Background: an optimization exercise with open tools, aiming at small area and a short achievable clock period. Do not read the settings as production practice. In this exercise RTL edits were held to simulation tests only and were not proved equivalent to the original. Power and IR drop assume default switching activity.

== run A ==
==> flow/design.v (excerpt) <==
module multiplier_logic (
    input  wire        clk,
    input  wire        rst_n,
    input  wire [15:0] a,
    input  wire [15:0] b,
    output reg  [31:0] y
);
clock: 4.5 ns
lec_check: 0
cap_margin: 20
core_margin: 2
core_utilization: 40
setup_slack_margin: 2.5
slew_margin: 20
synth_hierarchical: 1
synth_minimum_keep_size: 0
tns_end_percent: 20
run.sh (not shown) runs the stock make flow with config.mk's settings and CLKGATE_MAP_FILE= SYNTH_SCRIPT=/design/flow/synth_recipe.tcl, a recipe that flattens the netlist after the stock synthesis.
The inputs of run B differ from those of run A as listed below.
Settings: putting CTS_CLUSTER_SIZE at 60 where nothing was set; putting CTS_CLUSTER_DIAMETER at 50 where nothing was set; clearing TNS_END_PERCENT, which used to be 20.
- Summary: maximum frequency, run B better than run A
- Run B leaves more setup margin than run A.
- Total power divided by cell area (run B vs. run A) increases slightly
- Run B packs its core tighter than run A.
- Est. power | run B vs run A | run B higher
- Of run A and run B, the higher met1 usage belongs to run B.
- Run B against run A: final wirelength went up; worst slack on hold paths flat.
--- input diff run B..run C ---
Settings: a deleted CTS_CLUSTER_DIAMETER that had been 50; an added TNS_END_PERCENT of 5; a change of SETUP_SLACK_MARGIN from 2.5 to 2.4; a deleted CTS_CLUSTER_SIZE that had been 60.
==> run summary <==
Compared with run B, run C shows detailed placer's ending HPWL lower by 0.86%.
For the number of clock buffers in the layout, run C came in 17% higher than run B did.
Run C ends up with a critical path depth that is 7 lower than in run B.
The lower via count of run C and run B is in run C.
Changes in run D relative to run C:
Settings: TNS_END_PERCENT removed (was 5); SETUP_SLACK_MARGIN changed from 2.4 to 2.5; CTS_CLUSTER_SIZE newly set to 30; CTS_CLUSTER_DIAMETER newly set to 40.
- On headroom to the max-slew limit, the higher figure sits with run D, not run C.
- Looking at combinational power share, run D sits 0.3 points below run C.
- Run D ends up with higher total non-filler cell area in the finished layout than run C does.
- sky130_fd_sc_hd__clkdlybuf4s50_1 as the cell type of the slowest stage on the worst timing path was reported by run C, and sky130_fd_sc_hd__fa_1 by run D.
- Power spent charging and discharging nets (run C / run D): 0.912
- Run D: detailed-route wire length higher than run C
- For the count of plain and timing-repair buffers in the layout, run D came in about 40% higher than run C did.
- Sequential fraction of total cell area in run D is 1.5 points lower than in run C
- Required time of the critical path in run D vs run C: up 1.29 ns
- Run D does worse than run C on hold slack.

---

Another version of the RTL of multiplier_logic (not shown whole).
For scale: roughly 270 flip-flops, about 66 I/O pins, ~12000 um2 of cells after synthesis.
clock: 4.5 ns
lec_check: 0
cap_margin: 20
core_margin: 2
core_utilization: 40
cts_cluster_diameter: 60
cts_cluster_size: 50
place_density: 0.7
setup_slack_margin: 2.52
slew_margin: 20
synth_hierarchical: 1
synth_minimum_keep_size: 0
standard.sh (not shown) runs the stock make flow with config.mk's settings and CLKGATE_MAP_FILE= SYNTH_SCRIPT=/design/flow/synth_recipe.tcl, a recipe that flattens the netlist after the stock synthesis.
==> flow/flow/run.sh <==
#!/bin/bash
# Layout: the standard flow (standard.sh) with two changes to how it is
# built, none to what is built or measured:
#  - the port buffers that global placement inserts are plain buf_1 cells
#    (repair_timing still resizes any that timing needs);
#  - clock tree synthesis runs with the settings of config.mk
#    (CTS_CLUSTER_SIZE 50, CTS_CLUSTER_DIAMETER 60) but inserts no dummy
#    load cells.
# All tool output goes to standard_flow.log here; ORFS's per-step logs stay
# under orfs/logs/.
set -euo pipefail
export BUFFER_PORTS_ARGS="-buffer_cell sky130_fd_sc_hd__buf_1"
export CTS_ARGS="-sink_clustering_enable -repair_clock_nets -sink_clustering_size 50 -sink_clustering_max_diameter 60 -dont_use_dummy_load"
bash standard.sh > standard_flow.log 2>&1
The first run completed with no timing, DRC or antenna violations.
Edit:
--- a/flow/config.mk
+++ b/flow/config.mk
@@ -12,4 +12,3 @@
 export CTS_CLUSTER_SIZE = 50
-export PLACE_DENSITY = 0.7
-export SETUP_SLACK_MARGIN = 2.52
+export SETUP_SLACK_MARGIN = 2.6
 export SLEW_MARGIN = 20
Effect: Setup slack is worse by 16 ps; register-to-register slack is worse by 20 ps; first-iteration DRC count fell by about 6%; die area stays the same; final area rose by 12%.
Edit:
--- a/flow/flow/run.sh
+++ b/flow/flow/run.sh
@@ -13,2 +13,3 @@
 export CTS_ARGS="-sink_clustering_enable -repair_clock_nets -sink_clustering_size 50 -sink_clustering_max_diameter 60 -dont_use_dummy_load"
+export SETUP_MOVE_SEQUENCE="unbuffer,sizeup,swap,buffer"
 bash standard.sh > standard_flow.log 2>&1
--- a/flow/config.mk
+++ b/flow/config.mk
@@ -7,3 +7,3 @@
 export LEC_CHECK = 0
-export CAP_MARGIN = 20
+export CAP_MARGIN = 10
 export CORE_MARGIN = 2
@@ -12,4 +12,5 @@
 export CTS_CLUSTER_SIZE = 50
-export SETUP_SLACK_MARGIN = 2.6
-export SLEW_MARGIN = 20
+export PLACE_DENSITY = 0.7
+export SETUP_SLACK_MARGIN = 2.5
+export SLEW_MARGIN = 10
 export SYNTH_HIERARCHICAL = 1
- The new run produced a clean layout
- combinational power shrinks by 15%
- cell count shrinks by 7.4%
- setup slack is better by 35 ps
- global-route usage shrinks by 1.2 points
- count of clock-buffer cells in the layout shrinks by 4
- total power shrinks by 8.2%
- maximum frequency grows by 1.7%
- wire length shrinks by 11%
- sequential power grows by about 1%
- clock power shrinks by about 10%

==> re-timing with driven ports <==
In the flow no input, the clock included, has a driving cell. The finished layouts below were timed again as built, in two steps. Step 1, drivers: a clkbuf_16 drives clk and a buf_2 each remaining input, both assumed. Step 2 times the ports against the registers' clock, not the clock port: input delays grow and output delays shrink by t, the midpoint of the rising clock arrivals with the driver on. Slacks: ideal / step 1 / step 2; pairs: ideal / step 1.
run | t (ns) | setup WS [ns] | slew at the worst register clock pin (ns) | worst data-port slew with drivers (ns)
run A | 0.575 | 2.472 / 2.450 / 2.101 | 0.07 / 0.07 | 0.03
run B | 0.589 | 2.489 / 2.489 / 2.104 | 0.07 / 0.07 | 0.03
run C | 0.583 | 2.218 / 2.169 / 1.966 | 0.07 / 0.07 | 0.03
run D | 0.554 | 2.498 / 2.498 / 2.093 | 0.06 / 0.06 | 0.03
the first run of note 2 | 0.542 | 2.479 / 2.479 / 2.174 | 0.11 / 0.11 | 0.03
the second run of note 2 | 0.542 | 2.463 / 2.463 / 2.257 | 0.08 / 0.08 | 0.03
the third run of note 2 | 0.540 | 2.498 / 2.498 / 2.142 | 0.12 / 0.12 | 0.03
After both steps setup and hold are still met in every run listed. For run D, which loses most, drivers alone change the setup slack by 0.000 ns; drivers and shift together by -0.405 ns.
